What follows belongs to an exercise in optimizing a design on an open flow for a short achievable clock period and few clock cycles; a production flow would make more cautious choices.
Only simulation tests tie the RTL to the original design; equivalence was not proved.
Power and IR drop assume default switching activity.

### flow/run.sh
#!/bin/bash
# synth_recipe.tcl (not shown) runs the flow's synth.tcl, then flattens the netlist and writes it again
# the make line also repeats each setting of config.mk as NAME=value (left out here)
make -C /OpenROAD-flow-scripts/flow DESIGN_CONFIG=/design/flow/config.mk WORK_HOME=/design/flow/orfs CLKGATE_MAP_FILE= SYNTH_SCRIPT=/design/flow/synth_recipe.tcl finish
### flow/config.mk
export PLATFORM = sky130hd
export DESIGN_NAME = cpu
export DESIGN_NICKNAME = cpu
export VERILOG_FILES = /design/flow/design.v
export SDC_FILE = /design/flow/constraint.sdc
export NUM_CORES = 4
export LEC_CHECK = 0
export ABC_CLOCK_PERIOD_IN_PS = 2500
export CAP_MARGIN = 20
export CORE_MARGIN = 2
export CORE_UTILIZATION = 40
export PLACE_DENSITY = 0.6
export SETUP_SLACK_MARGIN = 4.5
export SLEW_MARGIN = 20
export TNS_END_PERCENT = 100
### flow/constraint.sdc
create_clock -name core_clock -period 7.5 [get_ports {clk}]
set_input_delay 1.5000 -clock core_clock [delete_from_list [all_inputs] [get_ports {clk}]]
set_output_delay 1.5000 -clock core_clock [all_outputs]
set_load 0.01 [all_outputs]
### flow/design.v
module cpu #(
    parameter W = 32
) (
    input wire clk, rst,
    output wire[W-1:0] pc,
    input wire[W-1:0] read_inst,
    output reg load_en,
    output reg[W-1:0] l_addr,
    input wire[W-1:0] l_data,
    output reg store_en,
    output reg[W-1:0] s_addr,
    output reg[W-1:0] s_data
);
    reg [31:0] pc_r;             
    reg [31:0] pc_n;             
    assign pc = pc_r;
    reg        vD;
    reg [31:0] ir;
    reg [31:0] pcD, pc4D;
    reg [31:0] pc4Dn;            
    reg [31:0] rsF, rtF;         
    reg        w_we;             
    reg [4:0]  w_dest;
    reg [31:0] w_val;
    reg        fhitD, fokD, fptD;    
    reg        pd_bb, pd_j, pd_rs, pd_rt;
    reg        vE;
    reg [31:0] A, B, SD, ALT;
    reg [31:0] An;               
    reg        e_add, e_sub, e_and, e_or, e_xor, e_nor, e_slt, e_sltu, e_sll, e_srl, e_sra;
    reg        e_load, e_store, e_we;
    reg [4:0]  e_dest;
    reg [2:0]  e_mode;
    reg        e_br, e_jr, e_pred;
    reg [2:0]  e_bt;             
    reg        r_eq, r_ne, r_le, r_gt, r_lt, r_ge, r_jr;
    reg        e_sdld;           
    reg [1:0]  e_sdm;            
    reg [31:0] pcE, e_btgt;
    reg        m_we, m_load;
    reg [4:0]  m_dest;
    reg [2:0]  m_mode;
    reg [31:0] m_res;
    reg [31:0] regs [1:31];
    localparam NB = 8;
    reg [31:0] bt_tag [0:NB-1];
    reg [31:0] bt_tgt [0:NB-1];
    reg [1:0]  bt_ctr [0:NB-1];
    reg [4:0]  bt_cur [0:NB-1];
    reg [4:0]  bt_trip [0:NB-1];
    reg [NB-1:0] bt_tv, bt_ex;
    reg [NB-1:0] bt_v;
    reg [2:0]  bt_ptr;
    reg [31:0] ld_ext;
    always @(*) begin
        case (m_mode)
            3'd1: ld_ext = {{16{l_data[15]}}, l_data[15:0]};    
            3'd2: ld_ext = {16'b0, l_data[15:0]};               
            3'd3: ld_ext = {{24{l_data[7]}}, l_data[7:0]};      
            3'd4: ld_ext = {24'b0, l_data[7:0]};                
            default: ld_ext = l_data;                           
        endcase
    end
    wire [31:0] wb_val = m_load ? ld_ext : m_res;
    always @(posedge clk) begin
        if (m_we) regs[m_dest] <= wb_val;
        w_we <= m_we & ~rst;
        w_dest <= m_dest;
        w_val <= wb_val;
    end
    function [32:0] ks_add;          
        input [31:0] x, g, t;        
        input cin;
        reg [31:0] G, T;
        begin
            G = g;
            G[0] = g[0] | (t[0] & cin);
            T = t;
            G = G | (T & {G[30:0], 1'b0});    T = T & {T[30:0], 1'b1};
            G = G | (T & {G[29:0], 2'b0});    T = T & {T[29:0], 2'b11};
            G = G | (T & {G[27:0], 4'b0});    T = T & {T[27:0], 4'hf};
            G = G | (T & {G[23:0], 8'b0});    T = T & {T[23:0], 8'hff};
            G = G | (T & {G[15:0], 16'b0});
            ks_add = {G[31], x ^ {G[30:0], cin}};
        end
    endfunction
    wire [32:0] add_r = ks_add(~(An ^ B), A & B, A | B, 1'b0);
    wire [32:0] sub_r = ks_add(An ^ B, A & ~B, A | ~B, 1'b1);
    wire [31:0] sum_a = add_r[31:0];
    wire [31:0] sum_s = sub_r[31:0];
    wire        lt_s = (A[31] ^ B[31]) ? A[31] : sum_s[31];
    wire        lt_u = ~sub_r[32];
    wire [4:0]  sa = B[4:0];
    wire [31:0] sh_l = A << sa;
    wire [31:0] sh_r = $signed({e_sra & A[31], A}) >>> sa;
    wire [31:0] e_rest =
          ({32{e_and}} & (A & B))
        | ({32{e_or}}  & (A | B))
        | ({32{e_xor}} & ~(An ^ B))
        | ({32{e_nor}} & ~(A | B))
        | ({32{e_slt}} & {31'b0, lt_s})
        | ({32{e_sltu}} & {31'b0, lt_u})
        | ({32{e_sll}} & sh_l)
        | ({32{e_srl | e_sra}} & sh_r);
    wire [31:0] e_result = e_add ? sum_a : e_sub ? sum_s : e_rest;
    wire a_zero = (A == 32'b0);
    wire a_eq_b = &(An ^ B);
    reg  taken;
    always @(*) begin
        case (e_bt)
            3'd0: taken = a_eq_b;
            3'd1: taken = ~a_eq_b;
            3'd2: taken = A[31] | a_zero;
            3'd3: taken = ~A[31] & ~a_zero;
            3'd4: taken = A[31];
            default: taken = ~A[31];
        endcase
    end
    wire e_redirect = r_jr | (r_eq & a_eq_b) | (r_ne & ~a_eq_b) |
                      (r_le & (A[31] | a_zero)) | (r_gt & ~A[31] & ~a_zero) |
                      (r_lt & A[31]) | (r_ge & ~A[31]);
    wire [31:0] e_target = ALT;
    wire [5:0] op = ir[31:26];
    wire [5:0] fn = ir[5:0];
    wire [4:0] rs = ir[25:21];
    wire [4:0] rt = ir[20:16];
    wire [4:0] rd = ir[15:11];
    wire [15:0] im = ir[15:0];
    wire rtype = (op == 6'b000000);
    wire d_shi  = rtype & (fn == 6'b000000 || fn == 6'b000010 || fn == 6'b000011);
    wire d_shv  = rtype & (fn == 6'b000100 || fn == 6'b000110 || fn == 6'b000111);
    wire d_jr   = rtype & (fn == 6'b001000);
    wire d_jalr = rtype & (fn == 6'b001001);
    wire d_rr   = rtype & fn[5];                       
    wire d_j    = (op == 6'b000010) | (op == 6'b000011);
    wire d_jal  = (op == 6'b000011);
    wire d_beq  = (op == 6'b000100);
    wire d_bne  = (op == 6'b000101);
    wire d_blez = (op == 6'b000110);
    wire d_bgtz = (op == 6'b000111);
    wire d_rimm = (op == 6'b000001);
    wire d_bcond = d_beq | d_bne | d_blez | d_bgtz | d_rimm;
    wire d_br   = d_bcond & (im != 16'b0);             
    wire d_imm  = (op[5:3] == 3'b001);                 
    wire d_lui  = (op == 6'b001111);
    wire d_load = (op[5:3] == 3'b100);
    wire d_store = (op[5:3] == 3'b101);
    wire use_rs = d_rr | d_shv | d_jr | d_jalr | d_bcond | (d_imm & ~d_lui) | d_load | d_store;
    wire use_rt = d_rr | d_shi | d_shv | d_beq | d_bne | d_store;
    reg [4:0] d_dest;
    always @(*) begin
        if (rtype) d_dest = (d_rr | d_shi | d_shv | d_jalr) ? rd : 5'd0;
        else if (d_jal) d_dest = 5'd31;
        else if (d_imm | d_load) d_dest = rt;
        else d_dest = 5'd0;
    end
    wire d_we = (d_dest != 5'd0);
    wire e_ld = vE & e_load & e_we;
    wire use_rt_x = use_rt & ~d_store;      
    wire stall = vD & e_ld &
                 ((pd_rs & (rs == e_dest)) | (pd_rt & (rt == e_dest)));
    wire d_sdld = e_ld & (rt == e_dest);
    wire e_fwd_ok = vE & e_we & ~e_load;
    wire [4:0] f_rs = read_inst[25:21];
    wire [4:0] f_rt = read_inst[20:16];
    wire [31:0] f_rsv = (f_rs == 5'd0) ? 32'b0 : regs[f_rs];
    wire [31:0] f_rtv = (f_rt == 5'd0) ? 32'b0 : regs[f_rt];
    wire [31:0] rf_rs = (w_we & (w_dest == rs)) ? w_val : rsF;
    wire [31:0] rf_rt = (w_we & (w_dest == rt)) ? w_val : rtF;
    wire fE_rs = e_fwd_ok & (e_dest == rs);
    wire fE_rt = e_fwd_ok & (e_dest == rt);
    wire fL_rs = m_we & m_load & (m_dest == rs);
    wire fL_rt = m_we & m_load & (m_dest == rt);
    wire [31:0] rs_r = (m_we & ~m_load & (m_dest == rs)) ? m_res : rf_rs;
    wire [31:0] rt_r = (m_we & ~m_load & (m_dest == rt)) ? m_res : rf_rt;
    wire [31:0] rs_m = fL_rs ? ld_ext : rs_r;
    wire [31:0] rt_m = fL_rt ? ld_ext : rt_r;
    wire [31:0] sext = {{16{im[15]}}, im};
    wire [31:0] zext = {16'b0, im};
    wire [31:0] boff = {sext[29:0], 2'b00};
    wire [32:0] btgt_r = ks_add(~(pc4Dn ^ boff), pc4D & boff, pc4D | boff, 1'b0);
    wire [31:0] btgt = btgt_r[31:0];
    wire [31:0] jtD = {4'b0000, ir[25:0], 2'b00};
    wire d_back = im[15];
    wire d_hit = fhitD & fokD;
    wire d_bogus = fptD & ~fokD;            
    wire d_pred = d_hit ? fptD : d_back;
    wire d_redirect = vD & ~stall & (d_bogus | (pd_bb & ~d_hit));
    wire [31:0] d_target = pd_bb ? btgt : pd_j ? jtD : pc4D;
    wire [5:0] f_op = read_inst[31:26];
    wire f_j = (f_op == 6'b000010) | (f_op == 6'b000011);
    wire [31:0] f_jt = {4'b0000, read_inst[25:0], 2'b00};
    wire [5:0] f_fn = read_inst[5:0];
    wire f_rtype = (f_op == 6'b000000);
    wire f_bcond = (f_op[5:2] == 4'b0001) | (f_op == 6'b000001);
    wire f_imm = (f_op[5:3] == 3'b001);
    wire f_lui = (f_op == 6'b001111);
    wire f_load = (f_op[5:3] == 3'b100);
    wire f_store = (f_op[5:3] == 3'b101);
    wire f_shi = f_rtype & (f_fn == 6'b000000 || f_fn == 6'b000010 || f_fn == 6'b000011);
    wire f_shv = f_rtype & (f_fn == 6'b000100 || f_fn == 6'b000110 || f_fn == 6'b000111);
    wire f_jrr = f_rtype & (f_fn[5:1] == 5'b00100);     
    wire f_rr = f_rtype & f_fn[5];
    wire f_use_rs = f_rr | f_shv | f_jrr | f_bcond | (f_imm & ~f_lui) | f_load | f_store;
    wire f_use_rt = f_rr | f_shi | f_shv | (f_op[5:1] == 5'b00010);    
    reg [NB-1:0] f_hitv;
    reg [31:0] f_tgt;
    reg f_pt, f_ok;
    integer i;
    always @(*) begin
        f_tgt = 32'b0;
        f_pt = 1'b0;
        f_ok = 1'b0;
        for (i = 0; i < NB; i = i + 1) begin
            f_hitv[i] = bt_v[i] & (bt_tag[i][11:2] == ~pc_n[11:2]);
            if (f_hitv[i] & bt_ctr[i][1] & ~bt_ex[i]) begin
                f_pt = 1'b1;
                f_tgt = f_tgt | bt_tgt[i];
            end
            if (f_hitv[i] & (bt_tag[i] == ~pc_n)) f_ok = 1'b1;
        end
    end
    wire f_hit = |f_hitv;
    wire [31:0] pc_p4 = pc_r + 32'd4;
    reg [31:0] pc_seq;
    always @(*) begin
        if (stall) pc_seq = pc_r;
        else if (d_redirect) pc_seq = d_target;
        else if (f_pt) pc_seq = f_tgt;
        else if (f_j) pc_seq = f_jt;
        else pc_seq = pc_p4;
    end
    wire [31:0] pc_next = rst ? 32'b0 : e_redirect ? e_target : pc_seq;
    always @(posedge clk) begin
        pc_r <= pc_next;
        pc_n <= ~pc_next;
    end
    always @(posedge clk) begin
        if (rst | e_redirect) vD <= 1'b0;
        else if (!stall) vD <= ~d_redirect;
        if (stall) begin
            rsF <= rs_m;
            rtF <= rt_m;
        end
        if (!stall) begin
            ir <= read_inst;
            rsF <= f_rsv;
            rtF <= f_rtv;
            pcD <= pc_r;
            pc4D <= pc_p4;
            pc4Dn <= ~pc_p4;
            fhitD <= f_hit;
            pd_bb <= f_bcond & (read_inst[15:0] != 16'b0) & read_inst[15];
            pd_j <= f_j;
            pd_rs <= f_use_rs;
            pd_rt <= f_use_rt;
            fokD <= f_ok;
            fptD <= f_pt;
        end
    end
    wire selA_pc = d_jal | d_jalr;
    wire selA_rt = d_shi | d_shv;
    wire selA_rs = ~selA_pc & ~d_lui & ~selA_rt;
    wire selA_fwd = (selA_rs & fE_rs) | (selA_rt & fE_rt);
    reg [31:0] A_early;
    always @(*) begin
        if (selA_pc) A_early = pc4D;
        else if (d_lui) A_early = 32'b0;
        else if (selA_rt) A_early = rt_m;
        else A_early = rs_m;
    end
    wire selB_rs = d_shv;
    wire selB_rt = ~selA_pc & ~d_shi & ~d_shv & ~d_imm & ~d_load & ~d_store;
    wire selB_fwd = (selB_rs & fE_rs) | (selB_rt & fE_rt);
    reg [31:0] B_early;
    always @(*) begin
        if (selA_pc) B_early = 32'b0;
        else if (d_shi) B_early = {27'b0, ir[10:6]};
        else if (d_shv) B_early = rs_m;
        else if (d_lui) B_early = {im, 16'b0};
        else if (d_imm & op[2]) B_early = zext;             
        else if (d_imm | d_load | d_store) B_early = sext;
        else B_early = rt_m;
    end
    wire [31:0] A_nx = (selA_fwd & e_add) ? sum_a : (selA_fwd & e_sub) ? sum_s :
                       selA_fwd ? e_rest : A_early;
    wire go_E = vD & ~stall & ~e_redirect & ~rst;
    always @(posedge clk) begin
        if (rst) vE <= 1'b0;
        else vE <= go_E;
        A <= A_nx;
        An <= ~A_nx;
        if (selB_fwd & e_add) B <= sum_a;
        else if (selB_fwd & e_sub) B <= sum_s;
        else if (selB_fwd) B <= e_rest;
        else B <= B_early;
        if (fE_rt & e_add) SD <= sum_a;
        else if (fE_rt & e_sub) SD <= sum_s;
        else if (fE_rt) SD <= e_rest;
        else SD <= rt_m;
        if (d_jr | d_jalr) ALT <= (fE_rs & e_add) ? sum_a : (fE_rs & e_sub) ? sum_s : fE_rs ? e_rest : rs_m;
        else if (d_pred) ALT <= pc4D;
        else ALT <= btgt;
        pcE <= pcD;
        e_btgt <= btgt;
        e_sdld <= d_sdld;
        e_sdm <= op[1:0];
        e_add  <= (d_rr & (fn[3:1] == 3'b000)) | d_load | d_store |
                  (d_imm & (op[2:1] == 2'b00));
        e_sub  <= d_rr & (fn[3:1] == 3'b001);
        e_and  <= (d_rr & (fn[3:0] == 4'b0100)) | (d_imm & (op[2:0] == 3'b100));
        e_or   <= (d_rr & (fn[3:0] == 4'b0101)) | (d_imm & (op[2:0] == 3'b101)) |
                  d_lui | d_jal | d_jalr;
        e_xor  <= (d_rr & (fn[3:0] == 4'b0110)) | (d_imm & (op[2:0] == 3'b110));
        e_nor  <= (d_rr & (fn[3:0] == 4'b0111));
        e_slt  <= (d_rr & (fn[3:0] == 4'b1010)) | (d_imm & (op[2:0] == 3'b010));
        e_sltu <= (d_rr & (fn[3:0] == 4'b1011)) | (d_imm & (op[2:0] == 3'b011));
        e_sll  <= (d_shi | d_shv) & (fn[1:0] == 2'b00);
        e_srl  <= (d_shi | d_shv) & (fn[1:0] == 2'b10);
        e_sra  <= (d_shi | d_shv) & (fn[1:0] == 2'b11);
        e_load  <= d_load;
        e_store <= d_store;
        e_we    <= d_we;
        e_dest  <= d_dest;
        case (op)
            6'b100001: e_mode <= 3'd1;
            6'b100101: e_mode <= 3'd2;
            6'b100000: e_mode <= 3'd3;
            6'b100100: e_mode <= 3'd4;
            default:   e_mode <= 3'd0;
        endcase
        e_br   <= d_br;
        e_back <= d_back;
        r_jr <= go_E & (d_jr | d_jalr);
        r_eq <= go_E & d_br & ((d_beq & ~d_pred) | (d_bne & d_pred));
        r_ne <= go_E & d_br & ((d_bne & ~d_pred) | (d_beq & d_pred));
        r_le <= go_E & d_br & ((d_blez & ~d_pred) | (d_bgtz & d_pred));
        r_gt <= go_E & d_br & ((d_bgtz & ~d_pred) | (d_blez & d_pred));
        r_lt <= go_E & d_br & d_rimm & ((~rt[0] & ~d_pred) | (rt[0] & d_pred));
        r_ge <= go_E & d_br & d_rimm & ((rt[0] & ~d_pred) | (~rt[0] & d_pred));
        e_jr   <= d_jr | d_jalr;
        e_pred <= d_pred;
        if (d_beq) e_bt <= 3'd0;
        else if (d_bne) e_bt <= 3'd1;
        else if (d_blez) e_bt <= 3'd2;
        else if (d_bgtz) e_bt <= 3'd3;
        else if (rt[0]) e_bt <= 3'd5;
        else e_bt <= 3'd4;
    end
    wire [31:0] sd_v = e_sdld ? ld_ext : SD;
    always @(posedge clk) begin
        if (rst) begin
            m_we <= 1'b0;
            load_en <= 1'b0;
            store_en <= 1'b0;
        end else begin
            m_we <= vE & e_we;
            load_en <= vE & e_load;
            store_en <= vE & e_store;
        end
        m_load <= e_load;
        m_dest <= e_dest;
        m_mode <= e_mode;
        m_res <= e_result;
        l_addr <= sum_a;
        s_addr <= sum_a;
        case (e_sdm)
            2'b00: s_data <= {{24{sd_v[7]}}, sd_v[7:0]};
            2'b01: s_data <= {{16{sd_v[15]}}, sd_v[15:0]};
            default: s_data <= sd_v;
        endcase
    end
    reg        u_v, u_taken, u_back, e_back;
    reg [31:0] u_pc, u_tgt;
    always @(posedge clk) begin
        u_v <= vE & e_br & ~rst;
        u_taken <= taken;
        u_back <= e_back;
        u_pc <= pcE;
        u_tgt <= e_btgt;
    end
    reg [NB-1:0] u_hitv, u_phitv;
    integer k;
    always @(*)
        for (k = 0; k < NB; k = k + 1) begin
            u_phitv[k] = bt_v[k] & (bt_tag[k][11:2] == u_pc[11:2]);
            u_hitv[k] = u_phitv[k] & (bt_tag[k] == u_pc);
        end
    wire [NB-1:0] u_slot = (|u_phitv) ? u_phitv : ({{(NB-1){1'b0}}, 1'b1} << bt_ptr);
    wire u_hit = |u_hitv;
    always @(posedge clk) begin
        if (rst) begin
            bt_v <= {NB{1'b0}};
            bt_ptr <= 3'd0;
        end else if (u_v) begin
            for (k = 0; k < NB; k = k + 1)
                if (u_slot[k]) begin
                    if (u_taken) begin
                        bt_v[k] <= 1'b1;
                        bt_tag[k] <= u_pc;
                        bt_tgt[k] <= u_tgt;
                    end
                    if (u_hit) begin
                        if (u_taken & (bt_ctr[k] != 2'd3)) bt_ctr[k] <= bt_ctr[k] + 2'd1;
                        if (~u_taken & (bt_ctr[k] != 2'd0)) bt_ctr[k] <= bt_ctr[k] - 2'd1;
                        if (u_taken) begin
                            if (bt_cur[k] != 5'd31) bt_cur[k] <= bt_cur[k] + 5'd1;
                            bt_ex[k] <= bt_tv[k] & (bt_cur[k] != 5'd31) &
                                        (bt_cur[k] + 5'd1 == bt_trip[k]);
                        end else begin
                            bt_cur[k] <= 5'd0;
                            if (u_back) begin
                                bt_trip[k] <= bt_cur[k];
                                bt_tv[k] <= (bt_cur[k] != 5'd31);
                            end
                            bt_ex[k] <= u_back & (bt_cur[k] == 5'd0);
                        end
                    end else if (u_taken) begin
                        bt_ctr[k] <= 2'd2;
                        bt_cur[k] <= 5'd1;
                        bt_tv[k] <= 1'b0;
                        bt_ex[k] <= 1'b0;
                    end
                end
            if (u_taken & ~|u_phitv) bt_ptr <= bt_ptr + 3'd1;
        end
    end
endmodule
==> flow_summary.ini, run 1 <==
[flow_run]
maxCapViolCount = 0

[yosys]
yosys_warnings = 6
synth_edf_count = 1748
synth_cell_types = 134
synth_cells = 8375
yosys.area.top_type_share = 0.463
ys_seq_area_frac = 0.571
synth_area_sq_mm = 0.113
synth_ff_type = edfxtp_1
yosys.area.top_type = edfxtp_1
syn-num-nets = 8476
synthTopCellsByArea = edfxtp_1 46%, mux4_2 12%, dfxtp_1 11%, xor2_1 3.8%, mux2i_1 3.0%
ys_seq_elements = 2363
synth_most_common_cell = edfxtp_1
syn_avg_cell_area_sq_um = 13.5
synth_common_cells = 1748 x edfxtp_1, 626 x mux4_2, 615 x dfxtp_1
async_flop_share = 0

[global_routing]
grt_overflow = 0
antenna_found_initial = 35
grt_pass1_wl_um = 634000
grt_max_degree = 92
first_global_vias = 81754
track_usage = 0.310

[sta]
setup_viol = 0
rsz0062_at_grt = true
post-route-period-util = 0.474
min_period_ns = 3.55
max_freq_mhz = 281
setup_tns_ns = 0
skew_ns = 0.0862
worstMarginPinSlew_ns = 1.26
setup_ws_ns = 3.95
final-hold-violation-count = 0
drv_slew = 0
relSlewSlack = 0.158

[worst_setup_path]
crit_arrival_ns = 4.29
crit_fanout = 6
crit_family = compound AO/OA/AOI/OAI gates
crit_required_ns = 8.23
path_cells = buf_12 > buf_12 > buf_6 > mux4_2 > mux4_2 > nand2_2 > nand4_1 > o21ai_4 > inv_2 > o211ai_1 > o21ai_1
path_buf_inv = 4
worst_setup_path_start_kind = flip-flop
slowest_delay_ns = 0.98
end_kind = flip-flop
critPathKind = flip-flop to flip-flop
cp_slowest_cell = o211ai_1

[cts]
cts_buffers = 263
clock-sinks = 2363
clkTransAtPathRegs_ns = 0.07
cts_hold_buffers = 0
clkLatencyLatePin_ns = 0.92
h-tree-depth = 5
root_buffer = clkbuf_16
cts_tree = built
clk_path_buf_depth = 4

[route]
drtPass1Iterations = 10
via_count = 86339
avgViaCountPerCell = 6.56
drtIter0Drc = 13766
ant_nets = 0
drcViolationCount = 0
wire_per_inst_um = 35.6
wl_um = 469000

[finish]
drive_above_1_share = 0.354
layout.nets = 9297
num-fill-cells = 23051
postLayoutCoreUtil = 0.512
layoutNonFillerInstCount = 13167
synthToLayoutAreaGrowth_pct = 27.2

[place]
io_buffers = 195
dp_hpwl_um = 265000
dp_slack_ns = 2.37
gp_congestion = 0.991
placed_cells = 11851

[power_and_ir_drop]
p_leak_nw = 49.9
power_density_mw_per_mm2 = 246
power_mw = 35.6
peakVddDrop_v = 0.000183

[min_path]
hold_path_class = flip-flop to flip-flop

[floorplan]
die_y_um = 537
dieArea_sq_mm = 0.288
start_util = 0.402
io_pins = 196
die_w_um = 537
coreArea_sq_mm = 0.282
rows = 195

[status]
status = complete, no violations
## worst register-to-register path, stage by stage (launching register included)
cell      delay [ns]
dfxtp_4         0.42
buf_12          0.15
buf_12          0.13
buf_6           0.09
mux4_2          0.51
mux4_2          0.48
nand2_2         0.09
nand4_1         0.16
o21ai_4         0.16
inv_2           0.06
o211ai_1        0.98
o21ai_1         0.17
## repair_timing
| item | in CTS | in global routing |
|---|---|---|
| cloned | 79 | 28 |
| gates resized for setup | 1767 | 576 |
| endpoints found under the setup margin | 2000 | 1297 |
| pin swaps | 301 | 228 |
| buffers inserted | 505 | 210 |
## cells in the final DEF, fill, tap and decap left out, types with 142 or more instances in the layout
| cell | instances |
|---|---|
| edfxtp_1 | 1748 |
| mux4_2 | 627 |
| buf_4 | 622 |
| xor2_1 | 465 |
| dfxtp_1 | 458 |
| nor2_1 | 427 |
| nand2_1 | 307 |
| clkbuf_16 | 293 |
| mux2i_1 | 287 |
| a21oi_1 | 265 |
| xnor2_1 | 238 |
| buf_6 | 164 |
| inv_1 | 156 |
| o21ai_0 | 142 |
## final timing paths
| path | start | endpoint | slack, ns | cells after the start |
|---|---|---|---|---|
| worst max-delay path | B[0] | ALT[1] | 3.95 | 11 |
| worst min-delay path | pcE[27] | u_pc[27] | 0.31 | 0 |
| worst max register to register | B[0] | ALT[1] | 3.95 | 11 |
| worst min register to register | pcE[27] | u_pc[27] | 0.31 | 0 |
## registers in the layout (all words and copies together) (netlist names), 40 cells and up
name	count
bt_cur	40
bt_tag	256
bt_tgt	256
bt_trip	40
regs	992
## stage by stage
stage / hold WS, ns / cell area [sq um]
5_1_grt: 0.318 / 144000
3_3_place_gp: 0.311 / 119000
6_report: 0.309 / 144000
4_1_cts: 0.312 / 140000
2_1_floorplan: 0.310 / 115000
3_5_place_dp: 0.312 / 119000
## report_power, final
group / internal (mW) / switching, mW
Sequential: 14.9 / 0.694
Combinational: 2.89 / 4.19
Clock: 7.35 / 5.52
## logic make-up (layout without fill, tap and decap cells)
group / Yosys count / in the layout / synth area share
xor gates and xnor gates: 770 / 770 / 0.0597
buffers and inverters: 865 / 1868 / 0.0336
and+or+nand+nor: 1682 / 1693 / 0.0727
AOI/OAI and AO/OA: 1619 / 1635 / 0.0975
adders and majority gates: 58 / 58 / 0.00591
other: 0 / 19 / 0
DFF: 2363 / 2363 / 0.571
muxes: 1018 / 1018 / 0.160
## routing by layer
layer	share of wire	track usage	vias to the layer above
met3	0.13	0.0929	1521
li1	-	-	34230
met5	0.00030	0	-
met1	0.37	0.410	43740
met2	0.43	0.455	6828
met4	0.070	0.174	20
## cell type report
type                       count  area [sq um]  share of cell area
sequential                  2363         65300               0.452
multi-input combinational   5174         51900               0.359
timing repair buffer        1191         13200              0.0917
clock buffer                 350          7250              0.0502
tap                         3743          4680              0.0324
clock inverter               124          1140             0.00790
inverter                     200           812             0.00562
antenna                       19          47.5            0.000329
timing repair inverter         3          28.8            0.000199
Testbench counts, summed over its fixed seeds: cycles 52,872.
==> inputs of run 2 (changes only) <==
--- a/flow/design.v
+++ b/flow/design.v
@@ -36,4 +36,5 @@
     reg        r_eq, r_ne, r_le, r_gt, r_lt, r_ge, r_jr;
     reg        e_sdld;           
+    reg        e_sdfw, e_altfw;   
     reg [1:0]  e_sdm;            
     reg [31:0] pcE, e_btgt;
@@ -120,5 +121,5 @@
                       (r_le & (A[31] | a_zero)) | (r_gt & ~A[31] & ~a_zero) |
                       (r_lt & A[31]) | (r_ge & ~A[31]);
-    wire [31:0] e_target = ALT;
+    wire [31:0] e_target = e_altfw ? m_res : ALT;
     wire [5:0] op = ir[31:26];
     wire [5:0] fn = ir[5:0];
@@ -295,9 +296,8 @@
         else if (selB_fwd) B <= e_rest;
         else B <= B_early;
-        if (fE_rt & e_add) SD <= sum_a;
-        else if (fE_rt & e_sub) SD <= sum_s;
-        else if (fE_rt) SD <= e_rest;
-        else SD <= rt_m;
-        if (d_jr | d_jalr) ALT <= (fE_rs & e_add) ? sum_a : (fE_rs & e_sub) ? sum_s : fE_rs ? e_rest : rs_m;
+        SD <= rt_m;
+        e_sdfw <= fE_rt;
+        e_altfw <= (d_jr | d_jalr) & fE_rs;
+        if (d_jr | d_jalr) ALT <= rs_m;
         else if (d_pred) ALT <= pc4D;
         else ALT <= btgt;
@@ -348,5 +348,5 @@
         else e_bt <= 3'd4;
     end
-    wire [31:0] sd_v = e_sdld ? ld_ext : SD;
+    wire [31:0] sd_v = e_sdld ? ld_ext : e_sdfw ? m_res : SD;
     always @(posedge clk) begin
         if (rst) begin
==> run 2 against run 1 <==
Still clean on timing, DRC and antenna. Register-to-register slack better by 0.27 ns. Area after synthesis is 1.0% lower. Synthesized cell count decreased by 1.3%. Wire length fell by 2.7%. Total power shrank 0.65%. Combinational power decreased by 7.1%. Fmax rose by 8.1%. Cell count decreased by 0.54%. Final area is 0.24% lower. Via count decreased by 2.7%. Non-clock buffer count grew 74. Critical path type unchanged. Largest power group unchanged. Highest routed layer unchanged.
==> flow_summary.ini, run 2 <==
[global_routing]
antenna_found_initial = 29
grt_overflow = 0
grt_pass1_wl_um = 612000
track_usage = 0.300
grt_max_degree = 78
first_global_vias = 79441

[cts]
cts_hold_buffers = 0
clk_path_buf_depth = 4
clkLatencyLatePin_ns = 0.92
clock-sinks = 2365
root_buffer = clkbuf_16
h-tree-depth = 5
clkTransAtPathRegs_ns = 0.06
cts_tree = built
cts_buffers = 263

[power_and_ir_drop]
power_density_mw_per_mm2 = 245
peakVddDrop_v = 0.000156
p_leak_nw = 50.3
power_mw = 35.3

[yosys]
syn_avg_cell_area_sq_um = 13.6
synth_ff_type = edfxtp_1
synth_area_sq_mm = 0.112
synth_most_common_cell = edfxtp_1
yosys.area.top_type_share = 0.467
synth_cell_types = 110
synthTopCellsByArea = edfxtp_1 47%, mux4_2 12%, dfxtp_1 11%, xor2_1 4.0%, mux2i_1 3.6%
async_flop_share = 0
synth_edf_count = 1748
yosys_warnings = 6
synth_cells = 8263
synth_common_cells = 1748 x edfxtp_1, 617 x dfxtp_1, 606 x mux4_2
ys_seq_area_frac = 0.577
syn-num-nets = 8364
yosys.area.top_type = edfxtp_1
ys_seq_elements = 2365

[worst_setup_path]
crit_fanout = 7
endpoint = pc_r[30]
critPathKind = flip-flop to flip-flop
crit_top_cell = buf_6
slowest_delay_ns = 0.53
r2r_end = pc_r[30]
crit_start = ir[20]
end_kind = flip-flop
crit_arrival_ns = 4.00
cp_slowest_cell = or4b_4
path_cells = xnor2_1 > nand3_1 > or4b_4 > a21oi_4 > nand3b_1 > buf_6 > buf_6 > buf_12 > nand4_1 > a21oi_2 > or3_1 > a2bb2oi_2 > a211oi_1
r2r_slack_ns = 4.21
worst_setup_path_start_kind = flip-flop
rr_startpoint = ir[20]
r2r_cells = 13
crit_required_ns = 8.21

[sta]
setup_tns_ns = 0
setup_ws_ns = 4.21
post-route-period-util = 0.438
drv_slew = 0
rsz0062_at_grt = true
final-hold-violation-count = 0
min_period_ns = 3.29
worstMarginPinSlew_ns = 1.15
setup_viol = 0
skew_ns = 0.106
timing.hold.ws_ns = 0.269
relSlewSlack = 0.221
max_freq_mhz = 304

[finish]
layoutNonFillerInstCount = 13096
regMostFlops = regs
largest_reg_flops = 992
num-fill-cells = 22719
layout.nets = 9256
fin_area_sq_mm = 0.144
postLayoutCoreUtil = 0.516
synthToLayoutAreaGrowth_pct = 28.3
drive_above_1_share = 0.358
final_common_cell = edfxtp_1
reg_top3 = regs x992, bt_tag x256, bt_tgt x256
mostFrequentLayoutCells = 1748 x edfxtp_1, 698 x buf_4, 606 x mux4_2

[route]
drtIter0Drc = 12701
wl_um = 456000
wire_per_inst_um = 34.8
via_count = 84007
avgViaCountPerCell = 6.41
drcViolationCount = 0
drtPass1Iterations = 8
ant_nets = 0

[flow_run]
maxCapViolCount = 0

[place]
place_area_sq_mm = 0.118
dp_slack_ns = 2.48
dp_hpwl_um = 263000
gp_congestion = 0.992
io_buffers = 195
placed_cells = 11732

[floorplan]
die_w_um = 534
dieArea_sq_mm = 0.285
coreArea_sq_mm = 0.279
rows = 194
io_pins = 196
die_y_um = 534
start_util = 0.402

[min_path]
hold_path_class = flip-flop to flip-flop

[status]
status = complete, no violations
[run 2: changes by cell type after synthesis, sizes merged, moves of 21 or more]
| cell | previous run | this run |
|---|---|---|
| a21oi | 442 | 371 |
| buf | 281 | 239 |
| clkbuf | 381 | 414 |
| mux2i | 340 | 405 |
| mux4 | 627 | 606 |
| nor2 | 568 | 536 |
| nor3 | 114 | 92 |
| o21ai | 248 | 292 |
[run 2: worst min path at each step]
stage	start	to	cells after the start
after floorplan	e_mode[0]	m_mode[0]	0
after global placement	pcE[23]	u_pc[23]	0
after detailed placement	e_btgt[11]	u_tgt[11]	0
after CTS	pcE[13]	u_pc[13]	0
after global routing	pcE[13]	u_pc[13]	0
final	pcE[13]	u_pc[13]	0
[run 2: report_power, final]
part / internal [mW] / total (mW) / switching, mW
Combinational: 2.72 / 6.58 / 3.85
Clock: 7.42 / 13.0 / 5.60
Sequential: 14.9 / 15.7 / 0.806
Total: 25.1 / 35.3 / 10.3
[run 2: final cells by class]
type	instances	area (sq um)	share of cell area
inverters	197	825	0.00572
flip-flops and latches	2365	65300	0.453
well taps	3724	4660	0.0323
clock buffers	347	7180	0.0499
multi-input cells	5060	50600	0.351
diodes	8	20.0	0.000139
clock inverters	127	1360	0.00947
repair inverters	3	26.3	0.000182
repair buffers	1265	14100	0.0977
[run 2: logic make-up (layout without fill, tap and decap cells)]
| logic type | Yosys count | in the layout | synth area share |
|---|---|---|---|
| simple gates | 1598 | 1608 | 0.0693 |
| compound gates | 1525 | 1527 | 0.0900 |
| fa+ha+maj | 71 | 71 | 0.00720 |
| mux | 1073 | 1073 | 0.164 |
| buf+inv | 850 | 1939 | 0.0313 |
| other cells | 0 | 8 | 0 |
| xor+xnor | 781 | 781 | 0.0610 |
| flops | 2365 | 2365 | 0.577 |
[run 2: worst max-delay path, delay by kind of cell, from the launching register on]
| family | cells | cell delay (ns) |
|---|---|---|
| AND/OR/NAND/NOR | 5 | 1.28 |
| XOR/XNOR | 1 | 0.21 |
| flip-flops | 1 | 0.50 |
| buffers and inverters | 3 | 0.40 |
| AO/OA/AOI/OAI | 4 | 0.71 |
[run 2: routing by layer]
layer  GRT usage  part of all wire  up-vias
li1            -                 -    33732
met1       0.392              0.36    42429
met2       0.456              0.44     6300
met3      0.0740              0.13     1528
met4       0.172             0.076       18
met5           0           0.00054        -
[run 2: timing repair]
action	4_1_cts	5_1_grt
pin swaps	255	348
cloned	66	47
buffers inserted	513	256
setup endpoints to repair	1528	1367
gates resized for setup	1635	718
Testbench counts of run 2, summed over its fixed seeds: cycles 52,872.
==> inputs of run 3 (changes only) <==
--- a/flow/design.v
+++ b/flow/design.v
@@ -25,4 +25,5 @@
     reg        fhitD, fokD, fptD;    
     reg        pd_bb, pd_j, pd_rs, pd_rt;
+    reg        stall_r;          
     reg        vE;
     reg [31:0] A, B, SD, ALT;
@@ -159,6 +160,5 @@
     wire e_ld = vE & e_load & e_we;
     wire use_rt_x = use_rt & ~d_store;      
-    wire stall = vD & e_ld &
-                 ((pd_rs & (rs == e_dest)) | (pd_rt & (rt == e_dest)));
+    wire stall = vD & stall_r;
     wire d_sdld = e_ld & (rt == e_dest);
     wire e_fwd_ok = vE & e_we & ~e_load;
@@ -287,4 +287,7 @@
                        selA_fwd ? e_rest : A_early;
     wire go_E = vD & ~stall & ~e_redirect & ~rst;
+    always @(posedge clk)
+        stall_r <= go_E & d_load & d_we &
+                   ((f_use_rs & (f_rs == d_dest)) | (f_use_rt & (f_rt == d_dest)));
     always @(posedge clk) begin
         if (rst) vE <= 1'b0;
==> run 3 against run 2 <==
Sequential share of layout area shrank 0.29 points. Largest cell class unchanged. Clock power is essentially flat. Core utilization shrank 0.16 points. Critical path depth grew 1. Fmax shrank 1.6%. Wire length grew 2.0%. Register-to-register slack lost 0.05 ns. Synthesized cell count grew 1.5%. Global-route usage grew 0.57 points. Final area grew 0.55%. Hold slack gained 0.025 ns. Sequential cell count shrank 1.
==> flow_summary.ini, run 3 <==
[finish]
num-fill-cells = 23030
layoutNonFillerInstCount = 13284
final_common_cell = edfxtp_1
multiInputGateArea_sq_mm = 0.0513
layout.nets = 9415
synthToLayoutAreaGrowth_pct = 28.1
largest_reg_flops = 992
mostFrequentLayoutCells = 1746 x edfxtp_1, 731 x buf_4, 612 x mux4_2
drive_above_1_share = 0.363
reg_top3 = regs x992, bt_tag x256, bt_tgt x256
fin_area_sq_mm = 0.145
final-seq-area_sq_mm = 0.0652
regMostFlops = regs

[route]
drtIter0Drc = 13120
drcViolationCount = 0
wl_um = 465000
drtPass1Iterations = 7
wire_per_inst_um = 35.0
ant_nets = 0
avgViaCountPerCell = 6.48
via_count = 86118

[sta]
timing.hold.ws_ns = 0.293
setup_viol = 0
drv_slew = 0
relSlewSlack = 0.179
rsz0062_at_grt = true
worstMarginPinSlew_ns = 1.22
final-hold-violation-count = 0
max_freq_mhz = 299
skew_ns = 0.0973
min_period_ns = 3.34
post-route-period-util = 0.445
setup_tns_ns = 0

[worst_setup_path]
worst_setup_path_start_kind = flip-flop
crit_arrival_ns = 3.91
crit_required_ns = 8.07
crit_fanout = 16
end_kind = flip-flop
critPathKind = flip-flop to flip-flop

[yosys]
yosys.area.top_type_share = 0.464
synth_cell_types = 103
synth_edf_count = 1746
synth_most_common_cell = edfxtp_1
synth_ff_type = edfxtp_1
synth_cells = 8388
syn_avg_cell_area_sq_um = 13.5
syn-num-nets = 8489
async_flop_share = 0
yosys.area.top_type = edfxtp_1
synth_area_sq_mm = 0.113
yosys_warnings = 6
ys_seq_elements = 2364
ys_seq_area_frac = 0.573
synthTopCellsByArea = edfxtp_1 46%, mux4_2 12%, dfxtp_1 11%, xor2_1 4.1%, mux2i_1 3.2%
synth_common_cells = 1746 x edfxtp_1, 618 x dfxtp_1, 612 x mux4_2

[flow_run]
maxCapViolCount = 0

[global_routing]
grt_max_degree = 140
first_global_vias = 80783
grt_overflow = 0
antenna_found_initial = 34
grt_pass1_wl_um = 624000
track_usage = 0.306

[floorplan]
coreArea_sq_mm = 0.282
die_w_um = 536
io_pins = 196
die_y_um = 536
dieArea_sq_mm = 0.287
rows = 195
start_util = 0.401

[place]
io_buffers = 195
placed_cells = 11906
gp_congestion = 0.985
place_area_sq_mm = 0.120
dp_hpwl_um = 273000

[cts]
cts_buffers = 266
clkTransAtPathRegs_ns = 0.06
clk_path_buf_depth = 4
clkLatencyLatePin_ns = 0.93
clock-sinks = 2364
h-tree-depth = 5
root_buffer = clkbuf_16
cts_tree = built
cts_hold_buffers = 0

[status]
status = complete, no violations

[power_and_ir_drop]
power_density_mw_per_mm2 = 246
p_leak_nw = 50.8
power_mw = 35.6
peakVddDrop_v = 0.000165

[min_path]
hold_path_class = flip-flop to flip-flop
## run 3: cell count changes after synthesis, moves of 18 or more
cell | before | now
a211oi_1 | 119 | 163
mux2i_1 | 403 | 363
o21ai_0 | 269 | 296
clkbuf_1 | 413 | 439
xor2_1 | 509 | 534
a22oi_1 | 76 | 54
o22ai_1 | 140 | 118
nand4_1 | 143 | 122
a222oi_1 | 1 | 21
nand3_1 | 93 | 111
## run 3: per-stage QoR
step | setup slack (ns) | utilization
2_1_floorplan | 3.98 | -
3_3_place_gp | 2.45 | 0.424
3_5_place_dp | 2.64 | 0.424
4_1_cts | 4.24 | 0.493
5_1_grt | 4.10 | 0.514
6_report | 4.16 | 0.514
## run 3: timing repair
| action | 4_1_cts | 5_1_grt |
|---|---|---|
| setup endpoints to repair | 2042 | 1237 |
| buffers inserted | 524 | 275 |
| pin swaps | 262 | 298 |
| gates cloned | 49 | 35 |
| resized for setup | 1734 | 693 |
## run 3: worst paths after layout
path               from           end  slack [ns]  cells after the start
min reg2reg  e_btgt[18]     u_tgt[18]        0.29                      0
max            u_pc[29]  bt_cur[1][3]        4.16                     14
max reg2reg    u_pc[29]  bt_cur[1][3]        4.16                     14
min          e_btgt[18]     u_tgt[18]        0.29                      0
## run 3: worst max-delay path: stages, from the launching register on
cell,delay [ns]
dfxtp_1,0.32
buf_12,0.16
xor2_1,0.16
nor4_1,0.36
nand4_1,0.37
nor4_2,0.28
nand4_1,0.14
nand4_1,0.14
nand4b_1,0.16
buf_12,0.15
buf_6,0.10
nor2_4,0.04
buf_12,0.20
buf_12,0.13
a211oi_4,0.28
## run 3: cells by family after synthesis
kind of cell    share of synthesized area
mux                                 0.161
xor+xnor                           0.0611
compound gates                     0.0949
buf+inv                            0.0310
simple gates                       0.0713
fa+ha+maj                         0.00719
flops                               0.573
## run 3: layout make-up
cell class              instances  area share
repair buffers               1316      0.0967
clock inverters               134     0.00946
well taps                    3743      0.0323
inverters                     195     0.00567
diodes                         16    0.000276
repair inverters                5    0.000423
clock buffers                 345      0.0506
multi-input cells            5166       0.354
flip-flops and latches       2364       0.450
## run 3: per-layer routing
metal,part of all wire,vias to the layer above,GRT usage,wire (um)
met4,0.071,16,0.167,33000
met3,0.13,1503,0.0870,59600
met5,0.0010,-,0,481
met1,0.37,43787,0.405,172000
met2,0.43,6468,0.453,201000
li1,-,34344,-,-
## run 3: power breakdown
part | switching (mW) | internal [mW] | leakage (nW)
clock network | 5.70 | 7.50 | 4.23
registers | 0.680 | 14.9 | 21.3
logic | 4.03 | 2.77 | 25.3
Testbench counts of run 3, summed over its fixed seeds: cycles 52,872.
==> inputs of run 4 (changes only) <==
--- a/flow/design.v
+++ b/flow/design.v
@@ -13,5 +13,5 @@
 );
     reg [31:0] pc_r;             
-    reg [31:0] pc_n;             
+    reg [11:2] pc_n;             
     assign pc = pc_r;
     reg        vD;
@@ -219,5 +219,5 @@
                 f_tgt = f_tgt | bt_tgt[i];
             end
-            if (f_hitv[i] & (bt_tag[i] == ~pc_n)) f_ok = 1'b1;
+            if (f_hitv[i] & (bt_tag[i] == pc_r)) f_ok = 1'b1;
         end
     end
@@ -235,5 +235,5 @@
     always @(posedge clk) begin
         pc_r <= pc_next;
-        pc_n <= ~pc_next;
+        pc_n <= ~pc_next[11:2];
     end
     always @(posedge clk) begin
==> run 4 against run 3 <==
Clock skew is 0.012 ns lower. Final area is 2.1% lower. Sequential power hardly changed. Area after synthesis is 0.30% lower. Clock-buffer cell count is 7 lower. Wire length is 4.3% lower. Hold slack better by 0.0071 ns. Critical endpoint is now B[28]. Largest power group unchanged. Highest routed layer unchanged.
==> flow_summary.ini, run 4 <==
[finish]
final-seq-area_sq_mm = 0.0647
reg_top3 = regs x992, bt_tag x256, bt_tgt x256
drive_above_1_share = 0.326
postLayoutCoreUtil = 0.507
synthToLayoutAreaGrowth_pct = 25.8
largest_reg_flops = 992
final_common_cell = edfxtp_1
multiInputGateArea_sq_mm = 0.0502
regMostFlops = regs
mostFrequentLayoutCells = 1746 x edfxtp_1, 595 x mux4_2, 573 x buf_4
fin_area_sq_mm = 0.142
layout.nets = 9192
num-fill-cells = 23138

[sta]
drv_slew = 0
relSlewSlack = 0.263
final-hold-violation-count = 0
post-route-period-util = 0.472
setup_tns_ns = 0
rsz0062_at_grt = true
min_period_ns = 3.54
max_freq_mhz = 283
timing.hold.ws_ns = 0.300
setup_viol = 0
skew_ns = 0.0854
worstMarginPinSlew_ns = 1.11

[cts]
h-tree-depth = 5
cts_tree = built
clock-sinks = 2342
cts_buffers = 264
clkTransAtPathRegs_ns = 0.07
clk_path_buf_depth = 4
root_buffer = clkbuf_16
clkLatencyLatePin_ns = 0.91

[yosys]
yosys.area.top_type_share = 0.465
syn_avg_cell_area_sq_um = 13.4
synth_edf_count = 1746
synth_cells = 8392
yosys_warnings = 6
synth_ff_type = edfxtp_1
synth_common_cells = 1746 x edfxtp_1, 596 x dfxtp_1, 595 x mux4_2
ys_seq_area_frac = 0.571
synthTopCellsByArea = edfxtp_1 47%, mux4_2 12%, dfxtp_1 11%, xnor2_1 3.5%, mux2i_1 3.5%
ys_seq_elements = 2342
synth_area_sq_mm = 0.113
synth_most_common_cell = edfxtp_1
syn-num-nets = 8493
async_flop_share = 0
yosys.area.top_type = edfxtp_1
synth_cell_types = 110

[worst_setup_path]
crit_family = buffers and inverters
path_buf_inv = 3
path_cells = buf_4 > inv_1 > nor2_1 > a31oi_1 > o21ai_0 > nor3_4 > buf_12 > a22o_1
path_depth = 8
r2r_cells = 8
slowest_delay_ns = 0.80
critPathKind = flip-flop to flip-flop
end_kind = flip-flop
crit_required_ns = 8.24
crit_arrival_ns = 4.28
cp_slowest_cell = nor2_1
worst_setup_path_start_kind = flip-flop
crit_fanout = 48

[route]
wl_um = 446000
avgViaCountPerCell = 6.42
ant_nets = 0
drcViolationCount = 0
drtIter0Drc = 13038
wire_per_inst_um = 34.1
drtPass1Iterations = 8
via_count = 83719

[global_routing]
antenna_found_initial = 33
grt_pass1_wl_um = 601000
grt_overflow = 0
grt_max_degree = 106
track_usage = 0.292
first_global_vias = 78778

[floorplan]
start_util = 0.403
die_w_um = 535
rows = 194
io_pins = 196
dieArea_sq_mm = 0.286
die_y_um = 535
coreArea_sq_mm = 0.280

[flow_run]
maxCapViolCount = 0

[status]
status = complete, no violations

[power_and_ir_drop]
power_density_mw_per_mm2 = 245
peakVddDrop_v = 0.000190
power_mw = 34.8
p_leak_nw = 49.3

[place]
place_area_sq_mm = 0.119
gp_congestion = 0.999
io_buffers = 195
dp_hpwl_um = 263000

[min_path]
min_path_cells = 0
hold_path_class = flip-flop to flip-flop
==> run 4: path summary, 6_finish.rpt <==
kind	startpoint	endpoint	slack [ns]
min	pcE[17]	u_pc[17]	0.30
max	e_sub	B[28]	3.96
min reg2reg	pcE[17]	u_pc[17]	0.30
max reg2reg	e_sub	B[28]	3.96
==> run 4: report_power, final <==
part           switching [mW]  internal (mW)  leakage [nW]
registers               0.651           14.8          21.2
clock network            5.64           7.47          4.20
logic                    3.69           2.54          23.8
==> run 4: logic make-up after synthesis <==
| family | Yosys count | synth area share |
|---|---|---|
| xor+xnor | 870 | 0.0677 |
| compound gates | 1547 | 0.0912 |
| flops | 2342 | 0.571 |
| fa+ha+maj | 77 | 0.00770 |
| buf+inv | 909 | 0.0324 |
| simple gates | 1599 | 0.0703 |
| mux | 1048 | 0.160 |
==> run 4: per-stage QoR <==
stage | instances | worst slack, ns
after floorplan | 8392 | 4.06
after global placement | 11853 | 2.65
after detailed placement | 11853 | 2.64
after CTS | 12764 | 3.94
after global routing | 13043 | 3.91
final | 13048 | 3.96
==> run 4: routing by layer <==
layer / global-route usage / vias to the layer above / share of wire
met5: 0 / - / 0.00037
met4: 0.151 / 20 / 0.063
met3: 0.0747 / 1295 / 0.12
li1: - / 33818 / -
met1: 0.386 / 42471 / 0.37
met2: 0.446 / 6115 / 0.44
==> run 4: timing repair <==
action / 4_1_cts / 5_1_grt
cloned: 42 / 53
gates resized for setup: 1563 / 565
pin swaps: 154 / 196
buffers inserted: 399 / 202
hold buffers: 0 / 0
endpoints found under the setup margin: 2008 / 1183
==> run 4: cell type report <==
class,count,share of cell area
sequential,2342,0.456
multi-input combinational,5151,0.354
timing repair buffer,1111,0.0899
clock buffer,338,0.0502
tap,3724,0.0329
clock inverter,132,0.0104
inverter,221,0.00613
antenna,29,0.000512
Testbench counts of run 4, summed over its fixed seeds: cycles 52,872.
==> inputs of run 5 (changes only) <==
--- a/flow/design.v
+++ b/flow/design.v
@@ -13,5 +13,5 @@
 );
     reg [31:0] pc_r;             
-    reg [11:2] pc_n;             
+    reg [31:0] pc_n;             
     assign pc = pc_r;
     reg        vD;
@@ -25,5 +25,4 @@
     reg        fhitD, fokD, fptD;    
     reg        pd_bb, pd_j, pd_rs, pd_rt;
-    reg        stall_r;          
     reg        vE;
     reg [31:0] A, B, SD, ALT;
@@ -119,7 +118,7 @@
         endcase
     end
-    wire e_redirect = r_jr | (r_eq & a_eq_b) | (r_ne & ~a_eq_b) |
+    wire e_redirect = vE & (r_jr | (r_eq & a_eq_b) | (r_ne & ~a_eq_b) |
                       (r_le & (A[31] | a_zero)) | (r_gt & ~A[31] & ~a_zero) |
-                      (r_lt & A[31]) | (r_ge & ~A[31]);
+                      (r_lt & A[31]) | (r_ge & ~A[31]));
     wire [31:0] e_target = e_altfw ? m_res : ALT;
     wire [5:0] op = ir[31:26];
@@ -160,5 +159,6 @@
     wire e_ld = vE & e_load & e_we;
     wire use_rt_x = use_rt & ~d_store;      
-    wire stall = vD & stall_r;
+    wire stall = vD & e_ld &
+                 ((pd_rs & (rs == e_dest)) | (pd_rt & (rt == e_dest)));
     wire d_sdld = e_ld & (rt == e_dest);
     wire e_fwd_ok = vE & e_we & ~e_load;
@@ -219,5 +219,5 @@
                 f_tgt = f_tgt | bt_tgt[i];
             end
-            if (f_hitv[i] & (bt_tag[i] == pc_r)) f_ok = 1'b1;
+            if (f_hitv[i] & (bt_tag[i] == ~pc_n)) f_ok = 1'b1;
         end
     end
@@ -235,5 +235,5 @@
     always @(posedge clk) begin
         pc_r <= pc_next;
-        pc_n <= ~pc_next[11:2];
+        pc_n <= ~pc_next;
     end
     always @(posedge clk) begin
@@ -287,7 +287,5 @@
                        selA_fwd ? e_rest : A_early;
     wire go_E = vD & ~stall & ~e_redirect & ~rst;
-    always @(posedge clk)
-        stall_r <= go_E & d_load & d_we &
-                   ((f_use_rs & (f_rs == d_dest)) | (f_use_rt & (f_rt == d_dest)));
+    wire go_Er = vD & ~stall & ~rst;         
     always @(posedge clk) begin
         if (rst) vE <= 1'b0;
@@ -335,11 +333,11 @@
         e_br   <= d_br;
         e_back <= d_back;
-        r_jr <= go_E & (d_jr | d_jalr);
-        r_eq <= go_E & d_br & ((d_beq & ~d_pred) | (d_bne & d_pred));
-        r_ne <= go_E & d_br & ((d_bne & ~d_pred) | (d_beq & d_pred));
-        r_le <= go_E & d_br & ((d_blez & ~d_pred) | (d_bgtz & d_pred));
-        r_gt <= go_E & d_br & ((d_bgtz & ~d_pred) | (d_blez & d_pred));
-        r_lt <= go_E & d_br & d_rimm & ((~rt[0] & ~d_pred) | (rt[0] & d_pred));
-        r_ge <= go_E & d_br & d_rimm & ((rt[0] & ~d_pred) | (~rt[0] & d_pred));
+        r_jr <= go_Er & (d_jr | d_jalr);
+        r_eq <= go_Er & d_br & ((d_beq & ~d_pred) | (d_bne & d_pred));
+        r_ne <= go_Er & d_br & ((d_bne & ~d_pred) | (d_beq & d_pred));
+        r_le <= go_Er & d_br & ((d_blez & ~d_pred) | (d_bgtz & d_pred));
+        r_gt <= go_Er & d_br & ((d_bgtz & ~d_pred) | (d_blez & d_pred));
+        r_lt <= go_Er & d_br & d_rimm & ((~rt[0] & ~d_pred) | (rt[0] & d_pred));
+        r_ge <= go_Er & d_br & d_rimm & ((rt[0] & ~d_pred) | (~rt[0] & d_pred));
         e_jr   <= d_jr | d_jalr;
         e_pred <= d_pred;
==> run 5 against run 4 <==
Sequential power hardly changed. Combinational power increased by 9.6%. Setup slack better by 0.092 ns. Via count rose by 0.83%. Wire length is 3.3% higher. Clock skew is 0.0022 ns lower. Total power rose by 2.7%. Hold slack improved by 0.020 ns. Core utilization up 0.85 points. Critical endpoint is now pc_n[20]. Largest power group unchanged.
==> flow_summary.ini, run 5 <==
[status]
status = complete, no violations

[floorplan]
dieArea_sq_mm = 0.286
die_y_um = 535
io_pins = 196
coreArea_sq_mm = 0.280
die_w_um = 535
start_util = 0.403
rows = 194

[finish]
layout.nets = 9372
largest_reg_flops = 992
mostFrequentLayoutCells = 1748 x edfxtp_1, 702 x buf_4, 614 x mux4_2
synthToLayoutAreaGrowth_pct = 28.0
regMostFlops = regs
num-fill-cells = 22964
reg_top3 = regs x992, bt_tag x256, bt_tgt x256
drive_above_1_share = 0.353
final_common_cell = edfxtp_1

[sta]
rsz0062_at_grt = true
setup_tns_ns = 0
post-route-period-util = 0.459
skew_ns = 0.0832
max_freq_mhz = 290
setup_viol = 0
final-hold-violation-count = 0
setup_ws_ns = 4.05
drv_slew = 0
worstMarginPinSlew_ns = 1.12
relSlewSlack = 0.235
min_period_ns = 3.45

[yosys]
synth_ff_type = edfxtp_1
ys_seq_area_frac = 0.575
yosys.area.top_type = edfxtp_1
synth_cell_types = 89
synth_area_sq_mm = 0.113
synthTopCellsByArea = edfxtp_1 47%, mux4_2 12%, dfxtp_1 11%, xor2_1 3.8%, mux2i_1 3.3%
async_flop_share = 0
ys_seq_elements = 2365
synth_most_common_cell = edfxtp_1
syn-num-nets = 8477
yosys.area.top_type_share = 0.466
yosys_warnings = 6
syn_avg_cell_area_sq_um = 13.5
synth_edf_count = 1748
synth_cells = 8376
synth_common_cells = 1748 x edfxtp_1, 617 x dfxtp_1, 614 x mux4_2

[cts]
clock-sinks = 2365
h-tree-depth = 5
clkLatencyLatePin_ns = 0.92
root_buffer = clkbuf_16
cts_tree = built
clkTransAtPathRegs_ns = 0.06
clk_path_buf_depth = 4
cts_buffers = 262

[worst_setup_path]
end_kind = flip-flop
r2r_end = pc_n[20]
endpoint = pc_n[20]
crit_required_ns = 8.22
critPathKind = flip-flop to flip-flop
rr_startpoint = B[17]
crit_fanout = 12
r2r_slack_ns = 4.05
crit_start = B[17]
crit_arrival_ns = 4.16
worst_setup_path_start_kind = flip-flop
r2r_cells = 11

[global_routing]
first_global_vias = 79905
grt_overflow = 0
grt_pass1_wl_um = 621000
use_met1 = 0.400
track_usage = 0.305
met3_usage = 0.0691
grt.busiest_layer = met2
use_met2 = 0.468
antenna_found_initial = 29
grt_max_degree = 92

[route]
avgViaCountPerCell = 6.39
ant_nets = 0
wl_um = 460000
drtPass1Iterations = 8
via_count = 84416
drcViolationCount = 0
wire_per_inst_um = 34.8
drtIter0Drc = 11724

[place]
gp_congestion = 0.994
io_buffers = 195
dp_hpwl_um = 268000
dp_slack_ns = 2.66

[power_and_ir_drop]
p_leak_nw = 50.4
power_density_mw_per_mm2 = 248
peakVddDrop_v = 0.000189

[min_path]
hold_path_class = flip-flop to flip-flop
hp-start = pcE[24]

[flow_run]
maxCapViolCount = 0
==> run 5: cell types whose count changed after synthesis, sizes merged, moves of 21 or more <==
cell	delta
o211ai	-22
a222oi	-23
xnor2	-170
a211oi	-21
xor2	+76
dfxtp	+21
mux2i	-24
a22o	+23
nand2	+75
inv	-34
nor3	+29
==> run 5: cell type report <==
cell class | count | area, sq um | share of cell area
diodes | 9 | 22.5 | 0.000156
clock buffers | 359 | 7420 | 0.0515
clock inverters | 113 | 1290 | 0.00892
inverters | 187 | 748 | 0.00519
multi-input cells | 5162 | 50600 | 0.351
flip-flops and latches | 2365 | 65300 | 0.453
well taps | 3724 | 4660 | 0.0323
repair buffers | 1292 | 14200 | 0.0982
repair inverters | 1 | 8.76 | 0.0000607
==> run 5: cells by family (layout without fill, tap and decap cells) <==
group,count (synthesis),count (layout),share of synthesized area
flops,2365,2365,0.575
mux,1045,1045,0.162
other cells,0,9,0
fa+ha+maj,66,66,0.00665
compound gates,1572,1574,0.0922
buf+inv,858,1952,0.0308
xor+xnor,776,776,0.0603
simple gates,1694,1701,0.0728
==> run 5: worst min-delay path by stage <==
| stage | to | depth (start not counted) |
|---|---|---|
| 3_5_place_dp | u_pc[0] | 0 |
| 3_3_place_gp | u_tgt[16] | 0 |
| 6_report | u_pc[24] | 0 |
| 2_1_floorplan | m_mode[0] | 0 |
| 4_1_cts | u_pc[24] | 0 |
| 5_1_grt | u_tgt[23] | 0 |
==> run 5: report_power, final <==
group	internal [mW]	switching, mW	leakage [nW]
Clock	7.65	5.56	4.22
Combinational	2.82	4.00	25.0
Sequential	14.9	0.745	21.2
Total	25.4	10.3	50.4
==> run 5: worst max-delay path: stages (launching register included) <==
cell	delay, ns
dfxtp_2	0.57
xnor2_2	0.24
nor2_1	0.19
nand4_1	0.28
nor4_4	0.32
buf_4	0.19
mux2i_4	0.26
a31oi_4	0.22
or2_4	0.37
nor2_4	0.16
o21ai_2	0.08
o32a_1	0.40
==> run 5: per-layer routing <==
| layer | share of wire | up-vias |
|---|---|---|
| met3 | 0.11 | 1389 |
| met4 | 0.073 | 14 |
| met1 | 0.37 | 42801 |
| li1 | - | 34207 |
| met2 | 0.44 | 6005 |
| met5 | 0.00018 | - |
==> run 5: through the flow <==
| stage | std cells | total power [mW] | hold slack (ns) | area, sq um | utilization |
|---|---|---|---|---|---|
| floorplan | 8376 | 18.6 | 0.310 | 114000 | - |
| global placement | 11853 | 20.8 | 0.311 | 119000 | 0.425 |
| detailed placement | 11853 | 20.9 | 0.312 | 119000 | 0.425 |
| CTS | 12887 | 34.9 | 0.323 | 139000 | 0.495 |
| global route | 13205 | 36.5 | 0.321 | 144000 | 0.515 |
| finish | 13212 | 35.7 | 0.320 | 144000 | 0.515 |
==> run 5: timing repair <==
action	in CTS	in global routing
hold buffers	0	0
gates resized for setup	1731	627
cloned	57	32
pin swaps	249	325
buffers inserted	505	284
endpoints found under the setup margin	1567	1286
Testbench counts of run 5, summed over its fixed seeds: cycles 52,872.
==> inputs of run 6 (changes only) <==
--- a/flow/config.mk
+++ b/flow/config.mk
@@ -11,5 +11,5 @@
 export CORE_UTILIZATION = 40
 export PLACE_DENSITY = 0.6
-export SETUP_SLACK_MARGIN = 4.5
+export SETUP_SLACK_MARGIN = 4.2
 export SLEW_MARGIN = 20
-export TNS_END_PERCENT = 100
+export TNS_END_PERCENT = 20
==> run 6 against run 5 <==
Still clean. Critical path depth up 1. Sequential share of layout area up 3.2 points. Core utilization down 3.5 points. Final area down 6.8%. Clock power about the same.
==> flow_summary.ini, run 6 <==
[finish]
drive_above_1_share = 0.249
final_common_cell = edfxtp_1
layout.nets = 8833
regMostFlops = regs
postLayoutCoreUtil = 0.480
reg_top3 = regs x992, bt_tag x256, bt_tgt x256
mostFrequentLayoutCells = 1748 x edfxtp_1, 614 x mux4_2, 493 x dfxtp_1
largest_reg_flops = 992
synthToLayoutAreaGrowth_pct = 19.3
fin_area_sq_mm = 0.134

[power_and_ir_drop]
power_density_mw_per_mm2 = 256
pwr-share-clk = 0.378
combPwrFrac = 0.168
p_seq_frac = 0.454
switching_power_mw = 9.67
p_leak_nw = 45.9
peakVddDrop_v = 0.000164
intPower_mw = 24.8
swShare = 0.280

[sta]
setup_tns_ns = 0
post-route-period-util = 0.460
worstMarginPinSlew_ns = 1.19
setup_viol = 0
drv_slew = 0
relSlewSlack = 0.196
final-hold-violation-count = 0
rsz0062_at_grt = true
skew_ns = 0.0892
max_freq_mhz = 290
min_period_ns = 3.45

[global_routing]
grt_max_degree = 108
antenna_found_initial = 27
grt_pass1_wl_um = 581000
track_usage = 0.282
grt_overflow = 0
first_global_vias = 76361

[route]
drtPass1Iterations = 8
ant_nets = 0
avgViaCountPerCell = 6.32
wire_per_inst_um = 33.2
drcViolationCount = 0
drtIter0Drc = 11137
via_count = 80057
wl_um = 421000

[floorplan]
die_y_um = 535
start_util = 0.403
rows = 194
coreArea_sq_mm = 0.280
die_w_um = 535
io_pins = 196
dieArea_sq_mm = 0.286

[cts]
h-tree-depth = 5
clkLatencyLatePin_ns = 0.90
clkTransAtPathRegs_ns = 0.06
cts_tree = built
clk_path_buf_depth = 4
cts_hold_buffers = 0
root_buffer = clkbuf_16
clock-sinks = 2365
cts_buffers = 265

[worst_setup_path]
rr_startpoint = B[4]
worst_setup_path_start_kind = flip-flop
crit_required_ns = 8.27
crit_start = B[4]
end_kind = flip-flop
critPathKind = flip-flop to flip-flop
crit_fanout = 5
crit_arrival_ns = 4.22

[yosys]
synth_cell_types = 89
synth_cells = 8376
synth-compound-area-share = 0.0922
synthMuxAreaShare = 0.162
syn-num-nets = 8477
yosys.area.top_type_share = 0.466
synth_area_sq_mm = 0.113
synth_edf_count = 1748
synth_common_cells = 1748 x edfxtp_1, 617 x dfxtp_1, 614 x mux4_2
yosys_warnings = 6
yosys.area.top_type = edfxtp_1
synth_top_family_by_area = multiplexers
synth_most_common_cell = edfxtp_1
async_flop_share = 0
synth_adder_area_share = 0.00665
syn_avg_cell_area_sq_um = 13.5
synth_xor_area_frac = 0.0603
ys_seq_area_frac = 0.575
synthTopCellsByArea = edfxtp_1 47%, mux4_2 12%, dfxtp_1 11%, xor2_1 3.8%, mux2i_1 3.3%
ys_seq_elements = 2365
synth_ff_type = edfxtp_1
synth-simple-area-share = 0.0728

[place]
io_buffers = 195
gp_congestion = 0.972
dp_hpwl_um = 261000
place_area_sq_mm = 0.119

[min_path]
hold_path_class = flip-flop to flip-flop
hp-start = pcE[23]

[flow_run]
maxCapViolCount = 0

[status]
status = complete, no violations
## run 6: area by class of cell
class,count,area [sq um]
diodes,6,15.0
clock buffers,364,7410
clock inverters,115,1210
fillers,23936,145000
inverters,187,726
multi-input cells,5162,47400
flip-flops and latches,2365,65200
well taps,3724,4660
repair buffers,751,7830
## run 6: final timing paths
check,depth (start not counted),slack [ns],endpoint
worst max-delay path,12,4.05,B[19]
worst min-delay path,0,0.32,u_pc[23]
worst min register to register,0,0.32,u_pc[23]
worst max register to register,12,4.05,B[19]
## run 6: critical path, cell delays in order (launching register included)
cell	delay [ns]
dfxtp_4	0.36
buf_12	0.13
a222oi_1	0.09
buf_4	0.16
or4_4	0.47
o22a_4	0.26
a31o_4	0.27
o31a_1	0.29
maj3_2	0.37
xnor2_2	0.20
o221ai_2	0.26
inv_2	0.13
a22o_1	0.32
## run 6: power by group through the flow
stage	clock (mW)	combinational, mW	sequential, mW
6_report	13.0	5.79	15.7
5_1_grt	13.7	6.02	15.7
4_1_cts	13.2	5.30	15.6
3_5_place_dp	0	4.90	16.0
3_3_place_gp	0	4.86	15.9
2_1_floorplan	0	3.07	15.5
## run 6: per-layer routing
metal  wire (um)  global-route usage  vias to the layer above
li1            -                   -                    33035
met1      163000               0.381                    40924
met2      189000               0.438                     5003
met3       43900              0.0571                     1087
met4       25400               0.133                        8
met5          43                   0                        -
## run 6: cells by family (layout without fill, tap and decap cells)
group	count (synthesis)	count (layout)
buf+inv	858	1417
flops	2365	2365
compound gates	1572	1573
simple gates	1694	1702
mux	1045	1045
fa+ha+maj	66	66
xor+xnor	776	776
other cells	0	6
## run 6: metrics by stage
step                      setup slack [ns]  hold WS, ns  power, mW  instances
after CTS                             4.04        0.324       34.1      12501
after global placement                2.50        0.311       20.8      11830
after global routing                  4.00        0.324       35.4      12670
after detailed placement              2.60        0.312       20.9      11833
after floorplan                       3.56        0.310       18.6       8376
final                                 4.05        0.323       34.5      12674
## run 6: what timing repair did
item                        CTS  global route
pin swaps                    56            96
hold endpoints to repair      0             0
cloned                       16            18
buffers inserted            173           149
setup endpoints to repair  1176           984
resized for setup           523           346

afterwards: timing with drivers on the ports:
No port has a modelled driver above. Below, the same layouts with a new extraction and two added sets of constraints.
Step 1: set_driving_cell puts a clkbuf_16 on clk and a buf_2 on each other input, an assumption about the parent block.
Step 2 moves the port delays by t, midway between the first and last clock arrival at a register: inputs arrive t later, outputs are due t later. That takes back most of the time a late clock gives input paths.
Slacks: ideal / step 1 / step 2; pairs: ideal / step 1.
| run | shift t [ns] | setup slack, ns | latest minus earliest clock arrival (ns) | worst register clock-pin slew, ns | pins driven straight from the clock port |
|---|---|---|---|---|---|
| run 1 | 0.969 | 3.946 / 3.946 / 3.270 | 0.096 / 0.096 | 0.07 / 0.07 | 1 |
| run 2 | 0.962 | 4.213 / 4.213 / 3.254 | 0.111 / 0.111 | 0.07 / 0.07 | 1 |
| run 3 | 0.991 | 4.159 / 4.159 / 3.247 | 0.106 / 0.107 | 0.08 / 0.08 | 1 |
| run 4 | 0.968 | 3.962 / 3.962 / 3.278 | 0.106 / 0.105 | 0.08 / 0.08 | 1 |
| run 5 | 0.986 | 4.054 / 4.054 / 3.309 | 0.092 / 0.093 | 0.07 / 0.07 | 1 |
| run 6 | 0.954 | 4.051 / 3.962 / 3.121 | 0.094 / 0.095 | 0.07 / 0.07 | 1 |
After both steps setup and hold are still met in every run listed. The setup slack of run 2, which loses most, moves by 0.000 ns with the drivers and by -0.959 ns with both steps.
